Source: an optimization exercise on an open RTL-to-GDS flow (aim: small area, a short achievable clock period and few clock cycles). Production flows keep margins and buffers that such runs may drop.
Where RTL was checked, it was by simulation tests only, not by an equivalence proof against the original.
Function not checked in run 6: the RTL went through the layout flow alone.
The flow treats the clock pin as an ideal source, which a real chip does not have.
No activity file was given, so power comes from the tool's default toggle rates.

==> design/flow/design.v <==
module day1_2 (
    input  logic clk,
    input  logic rst,
    input  logic tvalid_rx,
    output logic tready_rx,
    input  logic [7:0] tdata_rx,
    input  logic tlast_rx,
    output logic tvalid_tx,
    input  logic tready_tx,
    output logic [31:0] tdata_tx,
    output logic tlast_tx
);
  logic       tv;           
  logic       tl;           
  logic       tn;           
  logic [4:0] td;           
  logic       rst_q;
  always_ff @(posedge clk) begin
    rst_q <= rst;
    tv <= tvalid_rx & ~rst;
    tl <= tlast_rx;
    tn <= ~tdata_rx[6];
    td <= tdata_rx[4:0];
  end
  logic [4:0] st;           
  logic [4:0] ns;
  logic       wf;           
  logic [3:0] wd;           
  wire l_e = (td == 5'd5);
  wire l_f = (td == 5'd6);
  wire l_g = (td == 5'd7);
  wire l_h = (td == 5'd8);
  wire l_i = (td == 5'd9);
  wire l_n = (td == 5'd14);
  wire l_o = (td == 5'd15);
  wire l_r = (td == 5'd18);
  wire l_s = (td == 5'd19);
  wire l_t = (td == 5'd20);
  wire l_u = (td == 5'd21);
  wire l_v = (td == 5'd22);
  wire l_w = (td == 5'd23);
  wire l_x = (td == 5'd24);
  wire l_z = (td == 5'd26);
  wire s_root = (st == 5'd0);
  wire s_e = (st == 5'd4);
  wire s_f = (st == 5'd15);
  wire s_n = (st == 5'd13);
  wire s_o = (st == 5'd8);
  wire s_s = (st == 5'd27);
  wire s_t = (st == 5'd30);
  wire s_z = (st == 5'd26);
  wire s_ei = (st == 5'd21);
  wire s_fi = (st == 5'd10);
  wire s_fo = (st == 5'd14);
  wire s_ni = (st == 5'd31);
  wire s_on = (st == 5'd1);
  wire s_se = (st == 5'd29);
  wire s_si = (st == 5'd6);
  wire s_th = (st == 5'd28);
  wire s_tw = (st == 5'd2);
  wire s_ze = (st == 5'd25);
  wire s_eig = (st == 5'd17);
  wire s_fiv = (st == 5'd5);
  wire s_fou = (st == 5'd20);
  wire s_nin = (st == 5'd9);
  wire s_sev = (st == 5'd3);
  wire s_thr = (st == 5'd12);
  wire s_zer = (st == 5'd16);
  wire s_eigh = (st == 5'd24);
  wire s_seve = (st == 5'd23);
  wire s_thre = (st == 5'd19);
  assign ns[0] = (l_e & (s_s | s_z | s_sev | s_thr)) | l_f | (l_g & (s_ei)) | (l_i & (s_e | s_n | s_on | s_se | s_ze | s_nin | s_seve | s_thre)) | l_n | l_s | (l_v & (s_fi | s_se));
  assign ns[1] = (l_e & (s_sev | s_thr)) | l_f | (l_i & (s_f | s_n | s_s | s_on | s_nin)) | (l_o & (s_f)) | l_s | l_t | (l_v & (s_se)) | (l_w & (s_t)) | l_z;
  assign ns[2] = (l_e & (s_root | s_e | s_f | s_n | s_o | s_s | s_t | s_ei | s_fi | s_fo | s_ni | s_on | s_se | s_si | s_th | s_tw | s_ze | s_eig | s_fiv | s_fou | s_nin | s_sev | s_zer | s_eigh | s_seve | s_thre)) | l_f | (l_h & (s_t)) | (l_i & (s_e | s_n | s_s | s_on | s_se | s_ze | s_nin | s_seve | s_thre)) | (l_n & (s_root | s_e | s_f | s_n | s_s | s_t | s_z | s_ei | s_fi | s_on | s_se | s_si | s_th | s_tw | s_ze | s_eig | s_fiv | s_fou | s_nin | s_sev | s_thr | s_zer | s_eigh | s_seve | s_thre)) | (l_o & (s_f)) | (l_r & (s_th)) | l_t | (l_u & (s_fo)) | (l_v & (s_fi));
  assign ns[3] = (l_e & (s_s | s_z)) | l_f | (l_h & (s_t | s_eig)) | (l_i & (s_f | s_n | s_on | s_nin)) | (l_n & (s_root | s_e | s_f | s_n | s_s | s_t | s_z | s_ei | s_fi | s_ni | s_on | s_se | s_si | s_th | s_tw | s_ze | s_eig | s_fiv | s_fou | s_nin | s_sev | s_thr | s_zer | s_eigh | s_seve | s_thre)) | l_o | (l_r & (s_th)) | l_s | l_t | l_z;
  assign ns[4] = (l_e & (s_s | s_z | s_sev | s_thr)) | (l_g & (s_ei)) | (l_h & (s_t | s_eig)) | (l_i & (s_e | s_n | s_on | s_se | s_ze | s_nin | s_seve | s_thre)) | (l_r & (s_ze)) | l_s | l_t | (l_u & (s_fo)) | l_z;
  assign wf = (l_e & (s_on | s_fiv | s_nin | s_thre)) | (l_n & (s_seve)) | (l_o & (s_tw | s_zer)) | (l_r & (s_fou)) | (l_t & (s_eigh)) | (l_x & (s_si));
  assign wd = st[3:0];
  logic [3:0] last_dig;     
  logic       add10;        
  logic       mac;          
  logic [6:0] acc_lo;
  logic       cy;           
  logic [16:0] acc_hi;
  logic       done;
  wire found = tn | wf;
  wire [3:0] dig = tn ? td[3:0] : wd;
  wire [6:0] ten = {last_dig, 3'b000} + {2'b00, last_dig, 1'b0};
  wire [6:0] val = ({7{add10}} & ten) + ({7{mac}} & {3'b000, last_dig});
  wire fresh = mac | (last_dig == 4'hF);
  always_ff @(posedge clk) begin
    if (rst_q) last_dig <= 4'hF;
    else if (tv && found) last_dig <= dig;
    else if (mac) last_dig <= 4'hF;
  end
  always_ff @(posedge clk) begin
    if (rst_q) begin
      st     <= '0;
      mac    <= 1'b0;
      add10  <= 1'b0;
      acc_lo <= '0;
      cy     <= 1'b0;
      acc_hi <= '0;
    end else begin
      if (tv) begin
        st   <= (tl || tn) ? 5'd0 : ns;
      end
      mac <= tv & tl;
      add10 <= tv & found & fresh;
      {cy, acc_lo} <= {1'b0, acc_lo} + {1'b0, val};
      acc_hi <= acc_hi + {16'd0, cy};
    end
  end
  always_ff @(posedge clk) begin
    done <= ~rst & tready_tx & ~tv & ~mac & ~add10 & ~cy;
  end
  assign tready_rx = 1'b1;
  assign tvalid_tx = done;
  assign tlast_tx  = done;
  assign tdata_tx  = {8'd0, acc_hi, acc_lo};
endmodule
==> design/flow/flow/run.sh <==
#!/bin/bash
# Layout flow: the standard synthesis, then its combinational logic re-optimised for area
# with ABC (registers, their names and cell types kept), then the standard layout with
# small port buffers, a two-buffer clock tree (flow/clk2.tcl, run before CTS) and a
# tighter setup target for repair_timing.
set -euo pipefail
R=orfs/results/$FLOW_PLATFORM/day1_2/base
bash standard.sh synth > synth.log 2>&1
cp $R/1_2_yosys.v $R/1_2_yosys.std.v
LIB=$FLOW_HOME/platforms/$FLOW_PLATFORM/lib/sky130_fd_sc_hd__tt_025C_1v80.lib \
IN=$R/1_2_yosys.std.v OUT=$R/1_2_yosys.v yosys -c flow/resyn.tcl > resyn.log 2>&1
rm -f $R/1_synth.odb $R/1_synth.sdc
bash standard.sh BUFFER_PORTS_ARGS="-buffer_cell sky130_fd_sc_hd__buf_1" SETUP_SLACK_MARGIN=7.2 \
  PRE_CTS_TCL=$PWD/flow/clk2.tcl \
  CTS_ARGS="-sink_clustering_enable -repair_clock_nets -dont_use_dummy_load" finish > standard.log 2>&1
==> design/flow/flow/area.abc <==
strash
&get -n
&deepsyn -J 200 -S 1 -T 600
&put
dc2
dch -f
map -D 1800
topo
==> design/flow/flow/clk2.tcl <==
# Two clkbuf_16 driven by the clock port, each driving the flip-flops on its half of the core.
set block [ord::get_db_block]
set xs {}
set pins {}
foreach pin [get_pins -of_objects [get_nets clk] -filter "direction == input"] {
  set inst [[sta::sta_to_db_pin $pin] getInst]
  set bb [$inst getBBox]
  lappend pins [list [expr ([$bb xMin] + [$bb xMax]) / 2] [expr ([$bb yMin] + [$bb yMax]) / 2] [get_full_name $pin]]
}
set pins [lsort -integer -index 0 $pins]
set n [llength $pins]
set h [expr $n / 2]
set groups [list [lrange $pins 0 [expr $h - 1]] [lrange $pins $h end]]
set k 0
foreach g $groups {
  set sx 0; set sy 0; set names {}
  foreach p $g { set sx [expr $sx + [lindex $p 0]]; set sy [expr $sy + [lindex $p 1]]; lappend names [lindex $p 2] }
  set dbu [$block getDbUnitsPerMicron]
  set cx [expr double($sx) / [llength $g] / $dbu]
  set cy [expr double($sy) / [llength $g] / $dbu]
  insert_buffer -buffer_cell sky130_fd_sc_hd__clkbuf_16 -net clk -load_pins [get_pins $names] -location [list $cx $cy] -buffer_name clkroot_$k -net_name clknet_$k
  incr k
}
foreach i [$block getInsts] { if {[string match clkroot* [$i getName]]} { [[$i findITerm X] getNet] setSigType CLOCK; puts "CLKROOT [$i getName] [[$i getMaster] getName] [[[$i findITerm X] getNet] getName] [llength [[[$i findITerm X] getNet] getITerms]]" } }
==> design/flow/flow/resyn.tcl <==
# Re-map the combinational logic of the synthesized netlist for area.
# Flip-flops and tie cells stay as they are, with their instance names.
yosys -import
set lib $::env(LIB)
read_liberty -ignore_miss_func $lib
read_verilog $::env(IN)
hierarchy -top $::env(FLOW_TOP)
setattr -mod -set keep_hierarchy 1 sky130_fd_sc_hd__*df* sky130_fd_sc_hd__conb_*
flatten
opt_clean
abc -liberty $lib -script flow/area.abc -dont_use *lpflow* -dont_use *probe*
opt_clean -purge
tee -o resyn_stat.txt stat -liberty $lib
select $::env(FLOW_TOP)
write_verilog -noattr -selected $::env(OUT)
==> design/flow/standard.sh <==
#!/bin/bash
# synth_recipe.tcl (not shown) runs the flow's synth.tcl, then flattens the netlist and writes it again
# the make line also repeats each setting of config.mk as NAME=value (left out here)
make -C /OpenROAD-flow-scripts/flow DESIGN_CONFIG=/design/flow/config.mk WORK_HOME=/design/flow/orfs CLKGATE_MAP_FILE= SYNTH_SCRIPT=/design/flow/synth_recipe.tcl "${@:-finish}"
==> design/flow/config.mk <==
export PLATFORM = sky130hd
export DESIGN_NAME = day1_2
export DESIGN_NICKNAME = day1_2
export VERILOG_FILES = /design/flow/design.v
export SDC_FILE = /design/flow/constraint.sdc
export NUM_CORES = 4
export LEC_CHECK = 0
export CAP_MARGIN = 20
export CORE_MARGIN = 2
export CORE_UTILIZATION = 40
export SLEW_MARGIN = 20
==> design/flow/constraint.sdc <==
create_clock -name core_clock -period 10.0 [get_ports {clk}]
set_input_delay 2.0000 -clock core_clock [delete_from_list [all_inputs] [get_ports {clk}]]
set_output_delay 2.0000 -clock core_clock [all_outputs]
set_load 0.01 [all_outputs]
==> run notes, run 1 <==
- Status: complete, no violations
- Gate power share: 8.9%
- Cell family with most CP delay: flip-flops
- Sw frac: 22.9%
- Drt wl/cell: 12.3 µm
- Max FO, Critical Path: 4
- Hold Violations, Final: 0
- Die width: 80.1 µm
- Post-synthesis average cell area: 6.80 µm²
- TritonRoute pass-1 iters: 4
- Final period utilization: 27.1%
- Number of filler cells placed in the layout: 601
- Layout cell share with drive strength beyond 1: 9.72%
- Number of global-route vias before repair: 2146
- Crit path buf inv count: 1
- Max_cap viols: 0
- Total wire length: 5680 µm
- Critical path, cell by cell: buf_1
- Placed Cells: 456
- Setup TNS: 0 ps
- DRC viols: 0
- Io pins: 48
- Starting density of the core: 41.8%
- Largest net degree at the start of global routing: 28
- Sequential Power Share: 63.8%
- Crit-path max cell delay: 390 ps
- P per Cell Area: 111 nW/µm²
- Row Count: 27
- Clock power share: 27.3%
- Sw Pwr: 68.9 µW
- CP Launch Type: flop
- Via count: 2364
- I/O Buffers: 36
- Core ar.: 5540 µm²
- Clock latency on the worst-skew pair: 150 ps
- Pleak: 0.992 nW
- Slew headroom: 54.5%
- Arr. time, crit path: 710 ps
- Area Growth Syn to Fin: 17.4%
- Slew @ Worst Pin: 678 ps
- Final Non-Filler Cells: 463
- Hold_buf cts: 0
- Final max-slew violation count: 0
- PnR Total Power: 301 µW
- Yosys warning count: 1
- CP max-delay cell: dfxtp_1
- Die H: 80.1 µm
- Pint: 232 µW
- RSZ-0062 raised after global routing: true
- Setup Skew: 7.53 ps
- Post-route cell area: 2720 µm²
- Worst IR Drop VDD: 0.000110 V
- Post-DP HPWL: 4340 µm
- Iter 0 DRT Violations: 107
- All-Layer GR Usage: 17.2%
- Crit path required time: 8000 ps
- Hold Slack: 411 ps
- Final Critical Period: 2710 ps
- Initial antenna violation count: 0
- CP Class: flop to primary output
- Flop-to-flop setup slack: 7400 ps
- Post-Synthesis Cells: 341
- Final setup vio count: 0
- Max Fclk: 370 MHz
- Routed vias/inst: 5.11
- Mapped Area: 2320 µm²
- First-pass GRT wire length: 9260 µm
- Worst Hold Class: flop to flop
- Die area: 6420 µm²
- Setup crit end kind: primary output
- Grt ovf: 0
- Post-DP Area: 2570 µm²
- Final Net Count: 406
- Clock transition at the registers of the reported paths: 90 ps
- Final Wtd Congestion: 0.975
- Final antenna-violating net count: 0
- Diode count: 0
final timing paths:
kind / endpoint / startpoint / depth (start not counted)
worst max-delay path: tdata_tx[3] / acc_lo[3]$_SDFF_PP0_ / 1
worst min-delay path: mac$_SDFF_PP0_ / tl$_DFF_P_ / 2
worst max register to register: last_dig[0]$_SDFFE_PP1P_ / td[3]$_DFF_P_ / 11
worst min register to register: mac$_SDFF_PP0_ / tl$_DFF_P_ / 2
cell type report, clock buffers not listed:
class / instances / area [µm²] / area share (%)
Sequential cell: 46 / 940 / 34.5
Timing Repair Buffer: 41 / 173 / 6.34
Multi-Input combinational cell: 248 / 1260 / 46.5
Inverter: 54 / 204 / 7.49
Tap cell: 72 / 90.1 / 3.31
stage by stage:
step | setup slack, ps | util (%)
after floorplan | 7580 | -
after global placement | 6720 | 46.4
after detailed placement | 6880 | 46.4
after CTS | 7240 | 47.7
after global routing | 7170 | 49.1
final | 7290 | 49.1
worst min-delay path: stages (launching register included):
cell and delay (ps):
dfxtp_1 320, clkinv_1 40, nor2_1 30
layer usage:
metal	vias up	global-route usage (%)	wire length, µm
met2	77	30.9	2700
met3	11	1.91	352
li1	1243	-	-
met4	0	3.22	114
met5	-	0	0
met1	1033	22.3	2520
power groups by stage:
stage | Clock (mW) | Sequential (mW) | Combinational [mW]
after floorplan | 0 | 0.197 | 0.0179
after global placement | 0 | 0.197 | 0.0255
after detailed placement | 0 | 0.197 | 0.0253
after CTS | 0.0638 | 0.197 | 0.0256
after global routing | 0.0930 | 0.193 | 0.0308
final | 0.0822 | 0.192 | 0.0269
cells in the final DEF (no fill, tap or decap), drive strengths merged, types with 3 or more instances in the layout:
cell and instances:
o21ai 37, xnor2 4, nor3 10, nand2 40, nor4 3, buf 41
o22ai 5, a21oi 21, nor2 68, clkinv 53, conb 9, a31oi 6
dfxtp 46, and2 4, nand3 13, and3 3, nand4 4
flip-flops by register name, summed over array words and instances (netlist names):
register	count
acc_hi	17
acc_lo	7
add10	1
cy	1
done	1
last_dig	4
mac	1
rst_q	1
st	5
td	5
tl	1
tn	1
tv	1
repair_timing:
item	CTS	global route
buffers inserted	1	4
gates resized for setup	5	20
setup endpoints to repair	5	8
pin swaps	0	4
gates cloned	0	0
Testbench counts, summed over its fixed seeds: cycles 33,500.
==> run 2, diff against run 1 <==
==> design/flow/flow/area.abc (replaced) <==
strash
&get -n
&deepsyn -J 200 -S 1 -T 600
&put
dc2
dch -f
map -D 1700
topo
==> run 2 against run 1 <==
Against the previous run: clock skew grew 3.5 ps; still clean on timing, DRC and antenna; largest cell class unchanged; clock power is 2% higher; register-to-register slack about the same; sequential share of layout area decreased by 0.38 points; first-iteration DRC count is 74% higher; routed wire length increased by 3.9%.
==> run notes, run 2 <==
- Final Wtd Congestion: 0.952
- Hold Violations, Final: 0
- Starting density of the core: 41.9%
- Slew headroom: 57.4%
- Cell family with most CP delay: flip-flops
- Crit-path max cell delay: 360 ps
- CP Launch Type: flop
- P per Cell Area: 112 nW/µm²
- CP Class: flop to primary output
- Crit path buf inv count: 1
- Grt ovf: 0
- Setup WS pre-CTS: 7060 ps
- Iter 0 DRT Violations: 186
- Sw Pwr: 71.7 µW
- All-Layer GR Usage: 17.7%
- Clock power share: 27.5%
- Final period utilization: 26.9%
- Final setup vio count: 0
- Gate power share: 9.0%
- Io pins: 48
- CP max-delay cell: dfxtp_1
- Post-route cell area: 2730 µm²
- Sequential Power Share: 63.5%
- Final WS setup: 7310 ps
- Post-DP Area: 2580 µm²
- Final max-slew violation count: 0
- I/O Buffers: 36
- Row Count: 27
- DRC viols: 0
- First-pass GRT wire length: 9580 µm
- Crit path required time: 8000 ps
- Final antenna-violating net count: 0
- Final Net Count: 413
- Largest net degree at the start of global routing: 26
- Worst IR Drop VDD: 0.000116 V
- Status: complete, no violations
- Core ar.: 5570 µm²
- Max_cap viols: 0
- Clock latency on the worst-skew pair: 160 ps
- Max FFs per register: 17
- Die width: 80.4 µm
- Sw frac: 23.5%
- Total wire length: 5910 µm
- Largest reg by FF count: acc_hi
- Pint: 234 µW
- Worst Hold Class: flop to flop
- Clock transition at the registers of the reported paths: 90 ps
- Routed vias/inst: 5.19
- Post-Synthesis Cells: 350
- Critical path, cell by cell: buf_1
- Most frequent cells in the layout: nor2_1, clkinv_1, nand2_1
- Setup Skew: 11.1 ps
- Number of global-route vias before repair: 2213
- Initial antenna violation count: 0
- Area Growth Syn to Fin: 16.8%
- Hold Slack: 408 ps
- Fin util: 48.9%
- Post-DP HPWL: 4460 µm
- Die H: 80.4 µm
- Drt wl/cell: 12.6 µm
- Layout cell share with drive strength beyond 1: 9.80%
- Largest regs: acc_hi (17), acc_lo (7)
- Mapped Area: 2330 µm²
- Arr. time, crit path: 690 ps
- TritonRoute pass-1 iters: 5
- Post-synthesis average cell area: 6.67 µm²
- Setup TNS: 0 ps
- Diode count: 0
- Commonest non-fill, non-tap cell in the layout: nor2_1
- Setup crit end kind: primary output
- RSZ-0062 raised after global routing: false
- Via count: 2439
- Slew @ Worst Pin: 636 ps
- Yosys warning count: 1
- Final Critical Period: 2690 ps
- Max Fclk: 372 MHz
- Max FO, Critical Path: 3
- Pleak: 0.986 nW
- Die area: 6460 µm²
-- run 2: worst paths after layout --
path,from,end,slack [ps],cells past startpoint
max,acc_hi[13]$_SDFF_PP0_,tdata_tx[20],7310,1
min,tl$_DFF_P_,mac$_SDFF_PP0_,410,2
max reg2reg,st[0]$_SDFFE_PP0P_,last_dig[0]$_SDFFE_PP1P_,7390,13
min reg2reg,tl$_DFF_P_,mac$_SDFF_PP0_,410,2
-- run 2: layer usage --
metal	routed length [µm]	vias up	global-route usage (%)
li1	-	1258	-
met1	2720	1059	24.1
met2	2570	111	30.3
met3	519	11	2.70
met4	88	0	2.54
met5	0	-	0
-- run 2: timing repair --
action,4_1_cts,5_1_grt
setup buffers,0,3
endpoints found under the setup margin,6,11
resized for setup,3,25
hold buffers,0,0
pin swaps,0,2
-- run 2: power by group through the flow --
stage | Combinational (mW) | Clock [mW] | Sequential (mW)
after floorplan | 0.0185 | 0 | 0.197
after global placement | 0.0261 | 0 | 0.198
after detailed placement | 0.0263 | 0 | 0.198
after CTS | 0.0265 | 0.0638 | 0.198
after global routing | 0.0317 | 0.0904 | 0.195
final | 0.0275 | 0.0839 | 0.194
-- run 2: final cells by class, clock buffers not listed --
cell class	instances	area, µm²
fill	571	2850
multi-input combinational	258	1300
sequential	46	931
inverter	53	199
timing repair buffer	39	158
tap	72	90.1
-- run 2: worst min-delay path: stages (launching register included) --
cell	delay, ps
dfxtp_1	320
clkinv_1	40
nor2_1	30
-- run 2: per-stage QoR --
| step | total power, mW | std cells |
|---|---|---|
| after floorplan | 0.215 | 357 |
| after global placement | 0.224 | 465 |
| after detailed placement | 0.224 | 465 |
| after CTS | 0.288 | 467 |
| after global routing | 0.317 | 470 |
| final | 0.305 | 470 |
==> run 3, diff against run 2 <==
--- a/design/flow/flow/run.sh
+++ b/design/flow/flow/run.sh
@@ -10,6 +10,6 @@
 LIB=$FLOW_HOME/platforms/$FLOW_PLATFORM/lib/sky130_fd_sc_hd__tt_025C_1v80.lib \
 IN=$R/1_2_yosys.std.v OUT=$R/1_2_yosys.v yosys -c flow/resyn.tcl > resyn.log 2>&1
 rm -f $R/1_synth.odb $R/1_synth.sdc
-bash standard.sh BUFFER_PORTS_ARGS="-buffer_cell sky130_fd_sc_hd__buf_1" SETUP_SLACK_MARGIN=7.2 \
+bash standard.sh BUFFER_PORTS_ARGS="-buffer_cell sky130_fd_sc_hd__buf_1" SETUP_SLACK_MARGIN=7.3 \
   PRE_CTS_TCL=$PWD/flow/clk2.tcl \
   CTS_ARGS="-sink_clustering_enable -repair_clock_nets -dont_use_dummy_load" finish > standard.log 2>&1
==> design/flow/flow/area.abc (replaced) <==
strash
&get -n
&deepsyn -J 200 -S 1 -T 600
&put
dc2
dch -f
map -D 1800
topo
==> run 3 against run 2 <==
Against the previous run: sequential cell count unchanged; register-to-register slack better by 100 ps; synthesized area down 0.70%; fmax is 0.63% higher; highest routed layer unchanged.
==> run notes, run 3 <==
- Status: complete, no violations
- I/O Buffers: 36
- Reg area: 953 µm²
- Clock power share: 27.3%
- Grt ovf: 0
- Largest reg by FF count: acc_hi
- Most frequent cells in the layout: nor2_1, clkinv_1, nand2_1
- Die width: 80.1 µm
- Fin util: 50.2%
- Final period utilization: 26.7%
- Pleak: 1.07 nW
- Number of global-route vias before repair: 2154
- Sw frac: 22.9%
- Hold Violations, Final: 0
- Largest regs: acc_hi (17), acc_lo (7)
- Largest net degree at the start of global routing: 28
- Mapped Area: 2320 µm²
- Cell family with most CP delay: flip-flops
- Row Count: 27
- Post-DP Area: 2570 µm²
- Final Non-Filler Cells: 464
- First-pass GRT wire length: 9320 µm
- Crit-path max cell delay: 350 ps
- Setup crit end kind: primary output
- Area Growth Syn to Fin: 20.0%
- Sw Pwr: 69.2 µW
- Clock latency on the worst-skew pair: 160 ps
- Crit path buf inv count: 1
- Iter 0 DRT Violations: 58
- Post-Synthesis Cells: 341
- Die area: 6420 µm²
- DRC viols: 0
- Worst IR Drop VDD: 0.000109 V
- Worst Hold Class: flop to flop
- Diode count: 0
- Slew @ Worst Pin: 666 ps
- Post-route cell area: 2780 µm²
- Critical path, cell by cell: buf_1
- TritonRoute pass-1 iters: 4
- Placed Cells: 456
- RSZ-0062 raised after global routing: true
- P per Cell Area: 109 nW/µm²
- Setup TNS: 0 ps
- Io pins: 48
- Total wire length: 5650 µm
- Flop-to-flop setup slack: 7490 ps
- Final Net Count: 407
- Starting density of the core: 41.8%
- Clock transition at the registers of the reported paths: 90 ps
- Final antenna-violating net count: 0
- Yosys warning count: 1
- Commonest non-fill, non-tap cell in the layout: nor2_1
- Slew headroom: 55.3%
- CP Launch Type: flop
- Setup Skew: 8.54 ps
- Final Wtd Congestion: 0.975
- Crit path required time: 8000 ps
- Core ar.: 5540 µm²
- CP max-delay cell: dfxtp_1
- Max FFs per register: 17
- Final setup vio count: 0
- Layout cell share with drive strength beyond 1: 19.1%
- Final Critical Period: 2670 ps
- CP Class: flop to primary output
- Sequential Power Share: 63.6%
- Final WS setup: 7330 ps
- Initial antenna violation count: 0
- Post-DP HPWL: 4340 µm
- Routed vias/inst: 5.09
- Max FO, Critical Path: 2
- Arr. time, crit path: 670 ps
- Number of filler cells placed in the layout: 599
- Post-synthesis average cell area: 6.80 µm²
- Final max-slew violation count: 0
- Area of the multi-input gates: 1280 µm²
- Gate power share: 9.1%
- Die H: 80.1 µm
- Max Fclk: 375 MHz
- Via count: 2364
- Drt wl/cell: 12.2 µm
- All-Layer GR Usage: 17.3%
- Max_cap viols: 0
- Pint: 233 µW
- Setup WS pre-CTS: 6880 ps
run 3: tightest hold or removal path, delay by kind of cell, from the launching register on:
| kind | cells | cell delay, ps |
|---|---|---|
| buf+inv | 1 | 40 |
| simple gates | 1 | 30 |
| flops | 1 | 320 |
run 3: path summary, 6_finish.rpt:
check,start,to,cells after the start
worst max-delay path,done$_DFF_P_,tlast_tx,1
worst min-delay path,tl$_DFF_P_,mac$_SDFF_PP0_,2
worst max register to register,st[2]$_SDFFE_PP0P_,last_dig[0]$_SDFFE_PP1P_,14
worst min register to register,tl$_DFF_P_,mac$_SDFF_PP0_,2
run 3: final cells by class, clock buffers not listed:
cell class / count / share of cell area, %
repair buffers: 42 / 7.38
inverters: 54 / 7.33
flip-flops and latches: 46 / 34.3
multi-input cells: 248 / 46.0
well taps: 72 / 3.24
run 3: repair_timing:
action                                  in CTS  in global routing
pin swaps                                    1                  4
buffers inserted                             2                  4
hold buffers                                 0                  0
endpoints found under the setup margin       6                 30
gates resized for setup                      8                 54
run 3: per-stage QoR:
step,hold WS (ps),power [mW]
global route,434,0.318
finish,413,0.302
global placement,412,0.223
detailed placement,415,0.223
CTS,417,0.287
floorplan,403,0.215
run 3: layer usage:
layer | GRT usage [%] | vias to the layer above | routed length, µm
met5 | 0 | - | 0
met4 | 3.05 | 0 | 102
met3 | 2.02 | 9 | 261
met2 | 31.3 | 64 | 2700
met1 | 22.3 | 1056 | 2580
li1 | - | 1235 | -
run 3: power groups by stage:
stage               registers [mW]  logic [mW]  clock network (mW)
detailed placement           0.197      0.0253                   0
global route                 0.193      0.0316              0.0933
floorplan                    0.197      0.0179                   0
global placement             0.197      0.0255                   0
CTS                          0.197      0.0259              0.0638
finish                       0.192      0.0275              0.0824
==> run 4, diff against run 3 <==
==> design/flow/flow/run.sh (replaced) <==
#!/bin/bash
# Layout flow: the standard synthesis, then its combinational logic re-optimised for area
# with ABC (deepsyn, then mapping at a 1.8 ns target; registers, their names and cell types
# kept), then the standard layout with
# small port buffers, a two-buffer clock tree (flow/clk2.tcl, run before CTS) and a
# tighter setup target for repair_timing.
set -euo pipefail
R=orfs/results/$FLOW_PLATFORM/day1_2/base
bash standard.sh synth > synth.log 2>&1
cp $R/1_2_yosys.v $R/1_2_yosys.std.v
LIB=$FLOW_HOME/platforms/$FLOW_PLATFORM/lib/sky130_fd_sc_hd__tt_025C_1v80.lib \
IN=$R/1_2_yosys.std.v OUT=$R/1_2_yosys.v yosys -c flow/resyn.tcl > resyn.log 2>&1
rm -f $R/1_synth.odb $R/1_synth.sdc
bash standard.sh BUFFER_PORTS_ARGS="-buffer_cell sky130_fd_sc_hd__buf_1" SETUP_SLACK_MARGIN=7.2 \
  PRE_CTS_TCL=$PWD/flow/clk2.tcl \
  CTS_ARGS="-sink_clustering_enable -repair_clock_nets -dont_use_dummy_load" finish > standard.log 2>&1
==> run 4 against run 3 <==
Against the previous run: still clean; cell area is 2.2% lower; combinational power is 2% lower; final cell count is 0.22% lower; fmax is 1.3% lower; global-route usage is 0.15 points lower; largest cell class unchanged; largest power group unchanged; highest routed layer unchanged.
==> run notes, run 4 <==
- Status: complete, no violations
- Starting density of the core: 41.8%
- First-pass GRT wire length: 9260 µm
- Clock latency on the worst-skew pair: 150 ps
- Clock transition at the registers of the reported paths: 90 ps
- Reg-to-Reg End: last_dig[0]$_SDFFE_PP1P_
- Initial antenna violation count: 0
- Slew headroom: 54.5%
- DRC viols: 0
- Total wire length: 5680 µm
- Mapped Area: 2320 µm²
- Largest reg by FF count: acc_hi
- Via count: 2364
- Setup crit end kind: primary output
- Die area: 6420 µm²
- Die width: 80.1 µm
- Fin util: 49.1%
- Reg area: 940 µm²
- Number of filler cells placed in the layout: 601
- Max Fclk: 370 MHz
- Crit path buf inv count: 1
- Final Wtd Congestion: 0.975
- Largest net degree at the start of global routing: 28
- Yosys warning count: 1
- Final Critical Period: 2710 ps
- Crit-path max cell delay: 390 ps
- Worst Hold Class: flop to flop
- Crit path depth: 1
- Grt ovf: 0
- Crit path required time: 8000 ps
- Area of the multi-input gates: 1260 µm²
- Routed vias/inst: 5.11
- Iter 0 DRT Violations: 107
- Max FO, Critical Path: 4
- I/O Buffers: 36
- Final period utilization: 27.1%
- Hold Slack: 411 ps
- Hold Violations, Final: 0
- Worst IR Drop VDD: 0.000110 V
- Flop-to-flop setup slack: 7400 ps
- Cell family with most CP delay: flip-flops
- Post-DP Area: 2570 µm²
- Slew @ Worst Pin: 678 ps
- Final Non-Filler Cells: 463
- P per Cell Area: 111 nW/µm²
- Max_cap viols: 0
- CP Class: flop to primary output
- Final setup vio count: 0
- Final Net Count: 406
- CP Launch Type: flop
- Setup WS pre-CTS: 6880 ps
- HP Start: tl$_DFF_P_
- Setup Skew: 7.53 ps
- PnR Total Power: 301 µW
- Placed Cells: 456
- Die H: 80.1 µm
- Row Count: 27
- Most frequent cells in the layout: nor2_1, clkinv_1, nand2_1
- Number of global-route vias before repair: 2146
- Commonest non-fill, non-tap cell in the layout: nor2_1
- Layout cell share with drive strength beyond 1: 9.72%
- Diode count: 0
- Hold_buf cts: 0
- Worst r2r src: td[3]$_DFF_P_
- Final antenna-violating net count: 0
- Max FFs per register: 17
- Largest regs: acc_hi (17), acc_lo (7)
- CP max-delay cell: dfxtp_1
- Cells on worst reg2reg path: 11
- Post-route cell area: 2720 µm²
- All-Layer GR Usage: 17.2%
- Post-synthesis average cell area: 6.80 µm²
- Core ar.: 5540 µm²
- TritonRoute pass-1 iters: 4
- Io pins: 48
- Critical path, cell by cell: buf_1
- Pleak: 0.992 nW
- Post-DP HPWL: 4340 µm
- Hold Path Stages: 2
- Post-Synthesis Cells: 341
- Drt wl/cell: 12.3 µm
- Hold Crit Endpoint: mac$_SDFF_PP0_
- Arr. time, crit path: 710 ps
- Final max-slew violation count: 0
- Setup TNS: 0 ps
- RSZ-0062 raised after global routing: true
- Final WS setup: 7290 ps
- Area Growth Syn to Fin: 17.4%
==> run 4: where the power goes <==
group          internal (mW)  switching (mW)  leakage, nW
Clock                 0.0366          0.0455       0.0246
Sequential             0.187         0.00547        0.378
Combinational        0.00908          0.0179        0.589
Total                  0.232          0.0689        0.992
==> run 4: layout make-up, clock buffers not listed <==
cell class	count	share of cell area, %
sequential	46	34.5
timing repair buffer	41	6.34
tap	72	3.31
inverter	54	7.49
multi-input combinational	248	46.5
==> run 4: worst max-delay path by stage <==
| stage | from | to | slack (ps) |
|---|---|---|---|
| floorplan | add10$_SDFF_PP0_ | acc_lo[6]$_SDFF_PP0_ | 7580 |
| global placement | st[0]$_SDFFE_PP0P_ | last_dig[0]$_SDFFE_PP1P_ | 6720 |
| detailed placement | st[0]$_SDFFE_PP0P_ | last_dig[0]$_SDFFE_PP1P_ | 6880 |
| CTS | add10$_SDFF_PP0_ | acc_lo[6]$_SDFF_PP0_ | 7240 |
| global route | mac$_SDFF_PP0_ | acc_lo[6]$_SDFF_PP0_ | 7170 |
| finish | acc_lo[3]$_SDFF_PP0_ | tdata_tx[3] | 7290 |
==> run 4: worst min-delay path: cells and delay by family, from the launching register on <==
| kind | cells | cell delay, ps |
|---|---|---|
| buffers and inverters | 1 | 40 |
| AND/OR/NAND/NOR | 1 | 30 |
| flip-flops | 1 | 320 |
==> run 4: timing repair <==
item	CTS	global route
pin swaps	0	4
gates resized for setup	5	20
setup buffers	1	4
setup endpoints to repair	5	8
==> run 4: routing by layer <==
layer  share of wire, %  track usage, %  vias up
met3                6.2            1.91       11
met5                  0               0        -
met2                 47            30.9       77
met1                 44            22.3     1033
met4                2.0            3.22        0
li1                   -               -     1243
==> run 5, diff against run 4 <==
--- a/design/flow/flow/run.sh
+++ b/design/flow/flow/run.sh
@@ -12,5 +12,5 @@
 IN=$R/1_2_yosys.std.v OUT=$R/1_2_yosys.v yosys -c flow/resyn.tcl > resyn.log 2>&1
 rm -f $R/1_synth.odb $R/1_synth.sdc
 bash standard.sh BUFFER_PORTS_ARGS="-buffer_cell sky130_fd_sc_hd__buf_1" SETUP_SLACK_MARGIN=7.2 \
-  PRE_CTS_TCL=$PWD/flow/clk2.tcl \
+  PRE_CTS_TCL=$PWD/flow/clk2.tcl SKIP_REPAIR_TIE_FANOUT=1 \
   CTS_ARGS="-sink_clustering_enable -repair_clock_nets -dont_use_dummy_load" finish > standard.log 2>&1
==> run 5 against run 4 <==
Against the previous run: still clean; synthesized area stayed put; sequential share of layout area is 0.26 points higher; via count is 0.51% lower; utilization is 0.36 points lower; clock skew is 1.1 ps lower; register-to-register slack hardly changed; combinational power hardly changed; global-route usage is 0.075 points higher; critical endpoint unchanged.
==> run notes, run 5 <==
- Post-DP Area: 2540 µm²
- Sequential Power Share: 63.6%
- Core ar.: 5540 µm²
- Post-DP HPWL: 4270 µm
- Sw Pwr: 69.8 µW
- Pint: 233 µW
- Crit path buf inv count: 1
- Die area: 6420 µm²
- Final period utilization: 27.1%
- Final Critical Period: 2710 ps
- Hold Crit Endpoint: mac$_SDFF_PP0_
- Final max-slew violation count: 0
- Setup TNS: 0 ps
- Via count: 2352
- Largest reg by FF count: acc_hi
- Worst Hold Class: flop to flop
- Iter 0 DRT Violations: 144
- Clock latency on the worst-skew pair: 150 ps
- Routed vias/inst: 5.17
- Crit-path max cell delay: 400 ps
- Final Wtd Congestion: 0.951
- Commonest non-fill, non-tap cell in the layout: nor2_1
- Worst IR Drop VDD: 0.0000933 V
- Area Growth Syn to Fin: 16.6%
- Slew headroom: 56.5%
- Diode count: 0
- CP Launch Type: flop
- Max FO, Critical Path: 4
- Largest regs: acc_hi (17), acc_lo (7)
- Largest net degree at the start of global routing: 28
- Flop-to-flop setup slack: 7390 ps
- Clock transition at the registers of the reported paths: 90 ps
- Yosys warning count: 1
- Reg-to-Reg End: last_dig[0]$_SDFFE_PP1P_
- Final setup vio count: 0
- Gate power share: 9.0%
- Number of global-route vias before repair: 2104
- HP Start: tl$_DFF_P_
- Pleak: 0.968 nW
- I/O Buffers: 36
- Setup crit end kind: primary output
- Most frequent cells in the layout: nor2_1, clkinv_1, nand2_1
- Status: complete, no violations
- Fin util: 48.8%
- TritonRoute pass-1 iters: 4
- Row Count: 27
- CP max-delay cell: dfxtp_1
- Post-Synthesis Cells: 341
- Cell family with most CP delay: flip-flops
- DRC viols: 0
- Hold_buf cts: 0
- Clock power share: 27.4%
- Hold Path Stages: 2
- Post-route cell area: 2700 µm²
- Worst r2r src: st[2]$_SDFFE_PP0P_
- Drt wl/cell: 12.4 µm
- Post-synthesis average cell area: 6.80 µm²
- Starting density of the core: 41.8%
- Critical path, cell by cell: buf_1
- All-Layer GR Usage: 17.3%
- Total wire length: 5650 µm
- Arr. time, crit path: 710 ps
- Die H: 80.1 µm
- Sw frac: 23.1%
- Final antenna-violating net count: 0
- RSZ-0062 raised after global routing: false
- Max Fclk: 369 MHz
- Grt ovf: 0
- Die width: 80.1 µm
- Layout cell share with drive strength beyond 1: 10.7%
- Cells on worst reg2reg path: 14
- Initial antenna violation count: 0
- Max FFs per register: 17
- Mapped Area: 2320 µm²
- Crit path depth: 1
- Number of filler cells placed in the layout: 584
- Crit path required time: 8000 ps
- CP Class: flop to primary output
- Setup Skew: 6.47 ps
- Max_cap viols: 0
- P per Cell Area: 112 nW/µm²
- First-pass GRT wire length: 9270 µm
- Slew @ Worst Pin: 648 ps
- Final Net Count: 398
- Io pins: 48
- Hold Violations, Final: 0
-- run 5: area by class of cell, clock buffers not listed --
cell class              count  area, µm²  share of cell area, %
flip-flops and latches     46        940                   34.8
well taps                  72       90.1                   3.33
inverters                  54        204                   7.55
multi-input cells         241       1250                   46.4
repair buffers             40        165                   6.11
-- run 5: power by group through the flow --
stage                     Clock (mW)  Sequential [mW]  Combinational [mW]
final                         0.0828            0.192              0.0271
after global routing          0.0926            0.193              0.0311
after CTS                     0.0638            0.197              0.0259
after detailed placement           0            0.197              0.0255
after global placement             0            0.197              0.0254
after floorplan                    0            0.197              0.0179
-- run 5: per-layer routing --
metal	part of all wire [%]	vias up	track usage [%]
li1	-	1230	-
met1	46	1047	23.8
met2	48	67	30.4
met3	4.5	8	1.12
met4	1.1	0	2.20
met5	0	-	0
-- run 5: worst max-delay path by stage --
stage | start | to | slack (ps)
5_1_grt | st[0]$_SDFFE_PP0P_ | last_dig[2]$_SDFFE_PP1P_ | 7200
4_1_cts | add10$_SDFF_PP0_ | acc_lo[6]$_SDFF_PP0_ | 7220
2_1_floorplan | add10$_SDFF_PP0_ | acc_lo[6]$_SDFF_PP0_ | 7580
3_5_place_dp | st[0]$_SDFFE_PP0P_ | last_dig[0]$_SDFFE_PP1P_ | 6910
3_3_place_gp | st[0]$_SDFFE_PP0P_ | last_dig[0]$_SDFFE_PP1P_ | 6710
6_report | acc_lo[3]$_SDFF_PP0_ | tdata_tx[3] | 7290
-- run 5: timing repair --
action                                  in CTS  in global routing
gates resized for setup                      4                 24
gates cloned                                 0                  0
endpoints found under the setup margin       5                  9
setup buffers                                1                  3
pin swaps                                    0                  3
-- run 5: stage by stage --
stage / total power [mW] / hold slack [ps] / std cells / worst slack, ps
final: 0.302 / 431 / 455 / 7290
after global routing: 0.317 / 471 / 455 / 7200
after CTS: 0.287 / 425 / 452 / 7220
after detailed placement: 0.223 / 424 / 449 / 6910
after global placement: 0.223 / 414 / 449 / 6710
after floorplan: 0.215 / 403 / 341 / 7580
==> run 6, diff against run 5 <==
==> design/flow/design.v (replaced) <==
`timescale 1 ps / 1 ps
module day1_2 (
    input  logic clk,
    input  logic rst,
    input logic tvalid_rx,
    output logic tready_rx,
    input logic [7:0] tdata_rx,
    input logic tlast_rx,
    output logic tvalid_tx,
    input logic tready_tx,
    output logic [31:0] tdata_tx,
    output logic tlast_tx
);
typedef enum {FIRST_DIG_SEARCH, SECOND_DIG_SEARCH, DO_MAC, OUTPUT_RESULT} state_t;
state_t state;
logic [31:0] acc;
logic [3:0] first_dig;
logic [3:0] second_dig;
logic [3:0][7:0] sliding_window;
logic is_number;
logic [3:0] num_shift;
assign is_number = (tdata_rx <= 8'h39 && tdata_rx >= 8'h30);
assign num_shift = (tdata_rx - 8'h30);
logic take;
assign take = tvalid_rx & tready_rx;
logic [3:0] text_num;
logic [3:0] text_num_3;
logic [3:0] text_num_4;
logic [3:0] text_num_5;
logic is_number_text;
always_comb begin
  case({sliding_window[1:0], tdata_rx})
    {8'h6F, 8'h6E, 8'h65}: text_num_3 = 4'h1;
    {8'h74, 8'h77, 8'h6F}: text_num_3 = 4'h2;
    {8'h73, 8'h69, 8'h78}: text_num_3 = 4'h6;
    default: text_num_3 = 4'hF;
  endcase
  case({sliding_window[2:0], tdata_rx})
    {8'h7A, 8'h65, 8'h72, 8'h6f}: text_num_4 = 4'h0;
    {8'h66, 8'h6f, 8'h75, 8'h72}: text_num_4 = 4'h4;
    {8'h66, 8'h69, 8'h76, 8'h65}: text_num_4 = 4'h5;
    {8'h6E, 8'h69, 8'h6E, 8'h65}: text_num_4 = 4'h9;
    default: text_num_4 = 4'hF;
  endcase
  case({sliding_window[3:0], tdata_rx})
    {8'h74, 8'h68, 8'h72, 8'h65, 8'h65}: text_num_5 = 4'h3;
    {8'h73, 8'h65, 8'h76, 8'h65, 8'h6E}: text_num_5 = 4'h7;
    {8'h65, 8'h69, 8'h67, 8'h68, 8'h74}: text_num_5 = 4'h8;
    default: text_num_5 = 4'hF;
  endcase
  is_number_text = (text_num_3 != 4'hF || text_num_4 != 4'hF || text_num_5 != 4'hF);
  if(text_num_3 != 4'hF) text_num = text_num_3;
  else if(text_num_4 != 4'hF) text_num = text_num_4;
  else if(text_num_5 != 4'hF) text_num = text_num_5;
  else text_num = 4'hF;
end
always @(posedge clk) begin
  if(rst) begin
    state <= FIRST_DIG_SEARCH;
    acc <= '0;
    tready_rx <= 1'b0;
    first_dig <= 4'h0;
    second_dig <= 4'hF;
    tlast_tx <= 1'b0;
    tdata_tx <= '0;
    tvalid_tx <= 1'b0;
    for(integer i = 0; i < 4; i = i + 1) begin
      sliding_window[i] <= '0;
    end
  end else begin
    case (state)
      FIRST_DIG_SEARCH: begin
        tready_rx <= 1'b1;
        if(take) sliding_window <= {sliding_window[2:0], tdata_rx};
        if(tready_tx) begin
          state <= OUTPUT_RESULT;
          tready_rx <= 1'b0;
        end
        if(take && (is_number || is_number_text)) begin
          if(is_number) begin
            first_dig <= num_shift[3:0];
          end
          if(is_number_text) begin
            first_dig <= text_num;
          end
          if(tlast_rx) begin
            state <= DO_MAC;
            tready_rx <= 1'b0;
          end
          else state <= SECOND_DIG_SEARCH;
        end
      end
      SECOND_DIG_SEARCH: begin
        tready_rx <= 1'b1;
        if(take) sliding_window <= {sliding_window[2:0], tdata_rx};
        if(take && (is_number || is_number_text)) begin
          if(is_number) begin
            second_dig <= num_shift[3:0];
          end
          if(is_number_text) begin
            second_dig <= text_num;
          end
        end
        if(take && tlast_rx) begin
          tready_rx <= 1'b0;
          state <= DO_MAC;
        end
      end
      DO_MAC: begin
        for(integer i = 0; i < 4; i = i + 1) begin
          sliding_window[i] <= '0;
        end
        if(second_dig == 4'hF) begin
          acc <= acc + (first_dig * 4'd10) + {28'd0, first_dig};
        end
        else acc <= acc + (first_dig * 4'd10) + {28'd0, second_dig};
        second_dig <= 4'hF;
        first_dig <= 4'h0;
        if(tready_tx) state <= OUTPUT_RESULT;
        else begin
          tready_rx <= 1'b1;
          state <= FIRST_DIG_SEARCH;
        end
      end
      OUTPUT_RESULT: begin
        tready_rx <= 1'b0;
        tvalid_tx <= 1'b1;
        tdata_tx <= acc;
        tlast_tx <= 1'b1;
      end
      default: state <= FIRST_DIG_SEARCH;
    endcase
  end
end
endmodule
==> design/flow/run.sh (new file) <==
#!/bin/bash
# synth_recipe.tcl (not shown) runs the flow's synth.tcl, then flattens the netlist and writes it again
# the make line also repeats each setting of config.mk as NAME=value (left out here)
make -C /OpenROAD-flow-scripts/flow DESIGN_CONFIG=/design/flow/config.mk WORK_HOME=/design/flow/orfs CLKGATE_MAP_FILE= SYNTH_SCRIPT=/design/flow/synth_recipe.tcl finish
removed: design/flow/flow/run.sh
removed: design/flow/flow/area.abc
removed: design/flow/flow/clk2.tcl
removed: design/flow/flow/resyn.tcl
removed: design/flow/standard.sh
==> run 6 against run 5 <==
Against the previous run: critical endpoint is now state[1]$_SDFFE_PP0P_; sequential cell count grew 62; clock power grew to 4.5 times the previous value; still clean on timing, DRC and antenna; largest power group unchanged; highest routed layer unchanged; hold slack gained 25 ps; largest cell class unchanged.
==> run notes, run 6 <==
- Slew headroom: 33.6%
- Max FO, Critical Path: 9
- Clock power share: 31.7%
- Die H: 133 µm
- Final antenna-violating net count: 0
- DRC viols: 0
- Slew @ Worst Pin: 990 ps
- Final Net Count: 876
- Sequential Power Share: 41.5%
- Via count: 5971
- TritonCTS clock tree: built
- Root Buffer Master: clkbuf_16
- Final Wtd Congestion: 0.879
- #FFs+latches synth: 108
- Commonest non-fill, non-tap cell in the layout: dfxtp_1
- Unique masters post-synth: 91
- Setup TNS: 0 ps
- Gate power share: 26.8%
- Worst Hold Class: flop to flop
- Starting density of the core: 40.5%
- Iter 0 DRT Violations: 545
- Diode count: 0
- Max_cap viols: 0
- CP Launch Type: input pin
- Post-DP HPWL: 11600 µm
- Mapped Area: 6650 µm²
- Cell taking the most area after synthesis: dfxtp_1
- Final setup vio count: 0
- Num CTS Buffers: 9
- Core ar.: 16400 µm²
- TritonRoute pass-1 iters: 5
- Drt wl/cell: 15.7 µm
- Async set-reset flop share out of synthesis: 0%
- Area Growth Syn to Fin: 12.9%
- Setup Skew: 8.39 ps
- Io pins: 48
- Die width: 133 µm
- Max Fclk: 195 MHz
- Initial antenna violation count: 0
- Hold Violations, Final: 0
- Most frequent cells in the layout: dfxtp_1, nor2_1, nand2_1
- Hold_buf cts: 0
- Final Critical Period: 5120 ps
- Clock sinks: 108
- Pint: 767 µW
- P per Cell Area: 158 nW/µm²
- Row Count: 47
- CP Class: input pin to flop
- Die area: 17700 µm²
- Sw frac: 35.2%
- I/O Buffers: 47
- First-pass GRT wire length: 28400 µm
- Final max-slew violation count: 0
- H-Tree Depth: 3
- Hold Slack: 456 ps
- PnR Total Power: 1.18 mW
- # resized after CTS: 0
- All-Layer GR Usage: 19.5%
- Area contributors post-synth: dfxtp_1, mux2i_1, a21oi_1
- Most numerous cell in the Yosys netlist: dfxtp_1
- Placed Cells: 1048
- Yosys top cell area share: 32.5%
- Most used DFF post-synth: dfxtp_1
- Largest net degree at the start of global routing: 71
- Register area share after synthesis: 32.5%
- RSZ-0062 raised after global routing: false
- Final period utilization: 51.2%
- Synth cell count leaders: dfxtp_1, nor2_1, a21oi_1, nand2_1, nand3_1
- Largest regs: acc (32), sliding_window (32), tdata_tx (32)
- Arr. time, crit path: 5410 ps
- Grt ovf: 0
- Total wire length: 16700 µm
- Setup bufs post-CTS: 0
- Routed vias/inst: 5.61
- Final Non-Filler Cells: 1065
- Post-synthesis average cell area: 8.01 µm²
- Setup crit end kind: flop
- Clock transition at the registers of the reported paths: 70 ps
- Clock latency on the worst-skew pair: 360 ps
- Crit path required time: 10290 ps
- Layout cell share with drive strength beyond 1: 5.09%
- Yosys warning count: 1
- Post-Synthesis Cells: 830
- Status: complete, no violations
- Number of enable flip-flop cells after synthesis: 0
- Pleak: 2.49 nW
- Worst IR Drop VDD: 0.000106 V
- Worst-case clock buffer depth: 2
- Number of global-route vias before repair: 5548
- Sw Pwr: 416 µW
[run 6: final timing paths]
check / start / end / slack [ps] / cells past startpoint
hold reg to reg: sliding_window[30]$_SDFFE_PP0P_ / sliding_window[30]$_SDFFE_PP0P_ / 460 / 2
setup / recovery: tdata_rx[2] / state[1]$_SDFFE_PP0P_ / 4880 / 10
setup reg to reg: first_dig[3]$_SDFFE_PP0P_ / acc[26]$_SDFFE_PP0P_ / 4910 / 14
hold / removal: sliding_window[30]$_SDFFE_PP0P_ / sliding_window[30]$_SDFFE_PP0P_ / 460 / 2
[run 6: worst max-delay path, cell delays in order]
cell and delay, ps:
clkdlybuf4s50_1 640, or4bb_1 550, nor4_1 440, nand2_1 160, o2111ai_2 320, nor3_2 90, nand2b_4 190, a221o_1 370
or4_1 520, a21oi_1 130
[run 6: logic make-up (layout without fill, tap and decap cells)]
kind of cell,Yosys count,after routing,share of synthesized area [%]
and+or+nand+nor,369,369,29.3
xor gates and xnor gates,29,29,3.82
adders and majority gates,23,23,4.67
muxes,43,43,6.49
buffers and inverters,74,89,5.12
DFF,108,108,32.5
AOI/OAI and AO/OA,184,184,18.1
[run 6: layer usage]
layer | track usage [%] | vias up | share of wire (%)
met5 | 0 | - | 0
met4 | 5.56 | 0 | 1.2
li1 | - | 3055 | -
met1 | 27.5 | 2771 | 50
met2 | 30.9 | 131 | 45
met3 | 3.10 | 14 | 3.4
[run 6: final cells by class]
cell class,instances,area (µm²)
Fill cell,1670,8900
Multi-Input combinational cell,648,4170
Sequential cell,108,2160
Timing Repair Buffer,52,513
Tap cell,220,275
Clock buffer,10,239
Inverter,21,78.8
Clock inverter,6,68.8
[run 6: power groups by stage]
| stage | registers, mW | clock network, mW | logic (mW) |
|---|---|---|---|
| after floorplan | 0.488 | 0 | 0.253 |
| after global placement | 0.499 | 0 | 0.315 |
| after detailed placement | 0.499 | 0 | 0.314 |
| after CTS | 0.489 | 0.388 | 0.315 |
| after global routing | 0.495 | 0.402 | 0.356 |
| final | 0.491 | 0.376 | 0.317 |
[run 6: metrics by stage]
step	cell area [µm²]	util, %	setup WS (ps)
after floorplan	6650	-	5400
after global placement	7170	43.7	4570
after detailed placement	7170	43.7	4540
after CTS	7480	45.6	4900
after global routing	7510	45.8	4510
final	7510	45.8	4880

==> separate check: timing with driven ports <==
The results above use ideal ports. As a check the final layouts listed here were re-extracted and re-timed, cells and wires unchanged.
Step 1 sets driving cells, clkbuf_16 on the clock port and buf_2 on the other inputs (assumed; they add their load-dependent delay and slew).
Step 2 adds t to the input delays and takes it off the output delays; t is the mean of the earliest and latest rising clock arrival at the registers after step 1. Input paths then give back, and output paths get back, about the clock's delay inside the block.
Slacks: ideal / step 1 / step 2; pairs: ideal / step 1.
| run | shift t [ns] | setup slack, ns | worst register clock-pin slew, ns | worst slew at a driven data input, ns |
|---|---|---|---|---|
| run 1 | 0.199 | 7.295 / 7.247 / 7.396 | 0.09 / 0.09 | 0.04 |
| run 2 | 0.198 | 7.314 / 7.268 / 7.393 | 0.09 / 0.09 | 0.04 |
| run 3 | 0.200 | 7.331 / 7.283 / 7.483 | 0.09 / 0.09 | 0.04 |
| run 4 | 0.199 | 7.295 / 7.247 / 7.396 | 0.09 / 0.09 | 0.04 |
| run 5 | 0.197 | 7.287 / 7.242 / 7.388 | 0.09 / 0.09 | 0.04 |
| run 6 | 0.397 | 4.883 / 4.902 / 4.505 | 0.08 / 0.08 | 0.04 |
After both steps setup and hold are still met in every run listed. The setup slack of run 6, which loses most, moves by +0.019 ns with the drivers and by -0.378 ns with both steps.
